What follows belongs to an exercise in optimizing a design on an open flow for small area and a short achievable clock period; a production flow would make more cautious choices.
RTL that was checked went through simulation tests only; none was proved equivalent to the original.
Power and IR drop assume default switching activity.

Setup of job 7100:
## Main
module Main(
    input clk,
    input [7:0] instruction,
    input reset,
    output [7:0] ReadAddress,
    output [6:0] seg_ten,
    output [6:0] seg_one,
    output led
    );
clock: 9.0 ns
lec_check: 0
cap_margin: 20
core_margin: 2
core_utilization: 55
cts_buf_list: sky130_fd_sc_hd__clkbuf_8
cts_cluster_diameter: 100
cts_cluster_size: 12
setup_slack_margin: 3.6
slew_margin: 20
synth_hierarchical: 1
run.sh (not shown) runs the stock make flow with config.mk's settings and CLKGATE_MAP_FILE= SYNTH_SCRIPT=/design/flow/synth_recipe.tcl, a recipe that flattens the netlist after the stock synthesis.
[inputs] job 6115 vs job 7100
- CTS_CLUSTER_SIZE no longer set, was 12
- CTS_CLUSTER_DIAMETER no longer set, was 100
- SETUP_SLACK_MARGIN now 2.0, was 3.6
- CTS_BUF_LIST no longer set, was sky130_fd_sc_hd__clkbuf_8
- Job 6115 | stages: all done | timing, DRC, antenna: all pass
- Total power: job 6115 above job 7100
- Changes observed in job 6115 relative to job 7100: clock-buffer cell count +about 110%, total setup buffers inserted after CTS decreased 48.
- Cell total after placement: job 6115 vs job 7100 up 0.89%
- Cell area | job 6115 vs job 7100 | job 6115 smaller
- Compared job 6115 against job 7100; non-clock inverter count in the final layout within noise.
- Job 6115 vs job 7100, sequential power share went down by 1.2 points.
- In the flow results for job 6115 and job 7100, the sequential share of layout area is larger on job 6115.
## Diff of input files: job 4597 against job 6115
==> flow/flow/run.sh (new file) <==
#!/bin/bash
# The standard layout, with two changes made through ORFS's own variables:
# the input and output ports get buf_4 buffers (the standard port buffering
# picks a delay cell), and after global routing the gates with slack to spare
# are downsized (ORFS's power recovery step).
set -uo pipefail
export BUFFER_PORTS_ARGS="-buffer_cell sky130_fd_sc_hd__buf_4"
export RECOVER_POWER=100
bash standard.sh finish > standard.log 2>&1
==> flow/standard.sh (new file) <==
#!/bin/bash
# synth_recipe.tcl (not shown) runs the flow's synth.tcl, then flattens the netlist and writes it again
# the make line also repeats each setting of config.mk as NAME=value (left out here)
make -C /OpenROAD-flow-scripts/flow DESIGN_CONFIG=/design/flow/config.mk WORK_HOME=/design/flow/orfs CLKGATE_MAP_FILE= SYNTH_SCRIPT=/design/flow/synth_recipe.tcl "${@:-finish}"
removed: flow/run.sh
Findings:
Hold slack: job 4597 vs job 6115 up 0.0044 ns
| number of stages on the worst setup path | job 4597 vs job 6115 | 3 lower |
Compared with job 6115, in job 4597 met3 wire length has increased; area of all placed cells without fillers has decreased.
On switching power share of the total, job 6115 tracks job 4597 almost exactly.
Summary — fmax, job 4597 relative to job 6115: lower, by 11%.
Job 6115 has completed all stages; timing, DRC and antenna checks passed.
Status job 4597: flow complete, layout not clean - max-capacitance violations, max-slew violations
Setup changes, job 4597 to job 948
- swapping 2.0 for 3.0 in SETUP_SLACK_MARGIN
==> flow/run.sh (new file) <==
#!/bin/bash
# synth_recipe.tcl (not shown) runs the flow's synth.tcl, then flattens the netlist and writes it again
# the make line also repeats each setting of config.mk as NAME=value (left out here)
make -C /OpenROAD-flow-scripts/flow DESIGN_CONFIG=/design/flow/config.mk WORK_HOME=/design/flow/orfs CLKGATE_MAP_FILE= SYNTH_SCRIPT=/design/flow/synth_recipe.tcl finish
removed: flow/flow/run.sh
removed: flow/standard.sh
--- outcome ---
Job 948 finished every stage and its layout cleared the timing, DRC and antenna checks.
Looking at dominant power group, the registers result is from job 4597; the combinational logic one comes from job 948.
Delay of the slowest critical-path stage sits lower in job 948 than in job 4597.
Changes observed in job 948 relative to job 4597: pin count of the biggest net entering global routing picked up an extra 15%, wire length of the first global-routing pass picked up an extra about 5.4%.
Final period utilization (higher): job 4597
The multi-input combinational cell count in job 948 was higher than what job 4597 gave.
Comparing job 948 and job 4597, the higher share of power burned in the clock network was measured on job 4597.
Per the comparison of job 948 with job 4597, utilization of the core after routing went up 4.0 points, worst-margin pin slew lower, non-clock buffer count higher, per-cell via count in the routed design went up about 1.1%, met3 usage moved up.
Function was not checked in any run of this note: the RTL went through the layout flow alone.

========
Setup of run 1:
Another version of the RTL of Main (not shown whole).
Size: ~1100 cells after synthesis, about 330 flip-flops, about 33 I/O pins, ~15000 sq um of cells after synthesis.
clock: 9.0 ns
lec_check: 0
cap_margin: 20
core_margin: 2
core_utilization: 40
gpl_timing_driven: 0
slew_margin: 20
Stock flow here: none of the scripts above is used.
For run 2, these inputs were changed with respect to run 1:
- CTS_BUF_LIST now sky130_fd_sc_hd__clkbuf_4 sky130_fd_sc_hd__clkbuf_8, previously not set
Results
Count of fill cells added during filler insertion, run 2 vs run 1: up slightly
Taking run 1 as the reference, in run 2 clock buffer and inverter area fraction after layout now sits lower; cell area down about 0.7%; instance count of the mapped netlist closely matched the old numbers.
From run 1 to run 2, adder-cell share of the synthesized area did not move at all.
From run 1 to run 2, number of gates on the worst path with buffers counted did not move at all.
Synthesized-area fraction occupied by ao, oa, aoi and oai cells: run 2 vs run 1 identical
Run 2 vs run 1 — tightest slew margin relative to the limit dropped 1.1 points.
Comparing run 1 and run 2, final period demand of the worst path is lower on run 1.
--- input diff run 2..run 3 ---
- CTS_BUF_LIST: sky130_fd_sc_hd__clkbuf_4 sky130_fd_sc_hd__clkbuf_8 -> unset
- GPL_TIMING_DRIVEN: 0 -> unset
Findings:
Diff run 2 -> run 3: layout clock buffer count decreased 38; setup slack of the critical path after layout climbed 21 ps; power now sits higher; routed via count divided by cell count now smaller; final hold slack did not really move.
Final design instance area without fill delta for run 3 relative to run 2: about 2.3% higher
Re arrival time of data at the critical path endpoint: run 3 is 20 ps down on run 2.
Run 3 against run 2: wire length of the first global-routing pass up 2.5%, shortest clock period the worst path allows after layout down 21 ps.
Here is what was changed in the inputs of run 4 compared with run 3.
- putting SETUP_SLACK_MARGIN at 3.0 where nothing was set
==> run summary <==
Shortest period the worst path allows: run 4 and run 3 compared, higher one is run 3. Run 3 → run 4: power consumed by combinational cells increased by 20% relative to the old numbers; final-stage net count increased by 0.37% relative to the old numbers. Run 4 ended up with combinational cells as its group drawing the most power; run 3 ended up with registers.
No functional check of the RTL was part of any run of this note.

========
Main, a different RTL version from the one above (not shown whole).
For scale: ~1300 cells after synthesis, about 33 I/O pins, ~16000 µm² of cells after synthesis.
Design Main, start of the top module:
module Main(
    input clk,
    input [7:0] instruction,
    input reset,
    output [7:0] ReadAddress,
    output [6:0] seg_ten,
    output [6:0] seg_one,
    output led
    );
  wire [1:0] op = instruction[7:6];
  wire [1:0] rs = instruction[5:4];
  wire [1:0] rt = instruction[3:2];
  wire [1:0] x  = instruction[1:0];
  wire [7:0] imm = {{7{x[1]}}, x[0]};
  wire is_add  = (op == 2'b00);
  wire is_lw   = (op == 2'b01);
  wire is_sw   = (op == 2'b10);
  wire is_jump = (op == 2'b11);
  wire [3:0] rsd = {rs == 2'd3, rs == 2'd2, rs == 2'd1, rs == 2'd0};
  wire [3:0] rtd = {rt == 2'd3, rt == 2'd2, rt == 2'd1, rt == 2'd0};
  wire [3:0] rsd_alu = rsd & {4{~is_lw}};
  wire [3:0] rtd_alu = rtd & {4{is_add | is_jump}};
  wire [3:0] xd  = {x == 2'd3, x == 2'd2, x == 2'd1, x == 2'd0};
  wire [3:0] xd_lw = xd & {4{is_lw}};
  wire [3:0] xd_sw = xd & {4{is_sw}};
  reg [7:0] R0, R1, R2, R3;
  wire [7:0] A, B, BI, HA;
  wire [3:0] LA;
  genvar b, i, g;
  generate
    for (b = 0; b < 8; b = b + 1) begin : rdport
      cpu_ao4 ua (.s(rsd_alu), .d({R3[b], R2[b], R1[b], R0[b]}), .y(A[b]));
      cpu_ao4 ub (.s(rtd), .d({R3[b], R2[b], R1[b], R0[b]}), .y(B[b]));
      cpu_ao4p1 ubi (.s(rtd_alu), .d({R3[b], R2[b], R1[b], R0[b]}), .e(is_sw & imm[b]), .y(BI[b]));
      cpu_ao4 uh (.s(rsd), .d({R3[4:2] == b, R2[4:2] == b, R1[4:2] == b, R0[4:2] == b}), .y(HA[b]));
    end
    for (b = 0; b < 4; b = b + 1) begin : rdlo
      cpu_ao4 ul (.s(rsd), .d({R3[1:0] == b, R2[1:0] == b, R1[1:0] == b, R0[1:0] == b}), .y(LA[b]));
    end
  endgenerate
  wire [7:0] sum;
  cpu_add8 u_add (.a(A), .b(BI), .s(sum));
  wire [3:0] lo_rd, lo_wr;
  generate
    for (b = 0; b < 4; b = b + 1) begin : lsel
      cpu_ao4 ur (.s(xd_lw), .d({LA[(b + 1) % 4], LA[(b + 2) % 4], LA[(b + 3) % 4], LA[b]}), .y(lo_rd[b]));
      cpu_ao4 uw (.s(xd_sw), .d({LA[(b + 1) % 4], LA[(b + 2) % 4], LA[(b + 3) % 4], LA[b]}), .y(lo_wr[b]));
    end
  endgenerate
  wire c2, c2_a, c2_b;
  cpu_aoi22 u_c2a (.a1(x == 2'd3), .a2(LA[1]), .b1(x[1]), .b2(LA[2]), .y(c2_a));
  cpu_nand2 u_c2b (.a(x != 2'd0), .b(LA[3]), .y(c2_b));
  cpu_nand2 u_c2 (.a(c2_a), .b(c2_b), .y(c2));
  wire [7:0] hc0 = x[1] ? {HA[0], HA[7:1]} : HA;
  wire [7:0] hc1 = x[1] ? HA : {HA[6:0], HA[7]};
  wire [7:0] hi;
  generate
    for (b = 0; b < 8; b = b + 1) begin : hsel
  ...
==> flow/config.mk <==
export PLATFORM = sky130hd
export DESIGN_NAME = Main
export DESIGN_NICKNAME = Main
export VERILOG_FILES = /design/flow/design.v
export SDC_FILE = /design/flow/constraint.sdc
export NUM_CORES = 4
export LEC_CHECK = 0
export CAP_MARGIN = 20
export CORE_MARGIN = 2
export CORE_UTILIZATION = 55
export CTS_BUF_LIST = sky130_fd_sc_hd__clkbuf_8
export CTS_CLUSTER_DIAMETER = 100
export CTS_CLUSTER_SIZE = 12
export SETUP_SLACK_MARGIN = 3.0
export SLEW_MARGIN = 20
export SYNTH_HIERARCHICAL = 1
export TNS_END_PERCENT = 0
==> flow/constraint.sdc <==
create_clock -name core_clock -period 9.0 [get_ports {clk}]
set_input_delay 1.8000 -clock core_clock [delete_from_list [all_inputs] [get_ports {clk}]]
set_output_delay 1.8000 -clock core_clock [all_outputs]
set_load 0.01 [all_outputs]
Then changed:
--- a/flow/config.mk
+++ b/flow/config.mk
@@ -7,3 +7,3 @@
 export LEC_CHECK = 0
-export CAP_MARGIN = 20
+export CAP_MARGIN = 10
 export CORE_MARGIN = 2
@@ -13,4 +13,5 @@
 export CTS_CLUSTER_SIZE = 12
+export GPL_TIMING_DRIVEN = 0
 export SETUP_SLACK_MARGIN = 3.0
-export SLEW_MARGIN = 20
+export SLEW_MARGIN = 10
 export SYNTH_HIERARCHICAL = 1
What happened: The new run ran to the end with no violations; die area is unchanged; sequential cell count stays the same; utilization goes up by 1.9 points; sequential share of layout area goes down by 1.2 points; global-route usage goes up by 1.5 points; total power goes up by 2.0%; area after synthesis stays the same; synthesized cell count stays the same.

separate check: timing with driven ports:
How much do the figures lean on ideal ports? The routed layouts below were timed once more, with nothing changed but the port constraints. Step 1 (the two cells are an assumption about what drives the block):
set clk [get_ports {clk}]
set_driving_cell -lib_cell sky130_fd_sc_hd__clkbuf_16 $clk
set_driving_cell -lib_cell sky130_fd_sc_hd__buf_2 [delete_from_list [all_inputs] $clk]
Step 2 adds t to the input delays and takes it off the output delays; t is the mean of the earliest and latest rising clock arrival at the registers after step 1. Input paths then give back, and output paths get back, about the clock's delay inside the block. Slacks: ideal / step 1 / step 2; pairs: ideal / step 1.
| run | t (ns) | slack for setup (ns) | worst hold slack (ns) | worst data-port slew with drivers (ns) | cell pins on the clock port's net |
|---|---|---|---|---|---|
| job 7100 | 0.651 | 2.174 / 2.131 / 2.131 | 0.471 / 0.471 / 0.471 | 0.06 | 1 |
| job 6115 | 0.562 | 2.015 / 1.974 / 1.974 | 0.468 / 0.468 / 0.468 | 0.07 | 1 |
| job 4597 | 0.565 | 1.195 / 1.170 / 1.170 | 0.472 / 0.472 / 0.472 | 0.05 | 1 |
| job 948 | 0.569 | 2.031 / 1.998 / 1.998 | 0.463 / 0.463 / 0.463 | 0.04 | 1 |
| run 1 | 0.578 | 0.245 / 0.223 / 0.223 | 0.455 / 0.455 / 0.455 | 0.06 | 1 |
| run 2 | 0.698 | 0.228 / 0.207 / 0.207 | 0.455 / 0.455 / 0.455 | 0.06 | 1 |
| run 3 | 0.584 | 0.249 / 0.227 / 0.227 | 0.455 / 0.455 / 0.455 | 0.05 | 1 |
| run 4 | 0.585 | 0.960 / 0.927 / 0.927 | 0.460 / 0.460 / 0.460 | 0.04 | 1 |
| the first run of note 3 | 0.640 | 2.075 / 2.046 / 2.046 | 0.470 / 0.470 / 0.470 | 0.05 | 1 |
| the second run of note 3 | 0.647 | 2.009 / 1.980 / 1.980 | 0.471 / 0.471 / 0.471 | 0.06 | 1 |
For job 7100, which loses most, drivers alone change the setup slack by -0.043 ns; drivers and shift together by -0.043 ns.
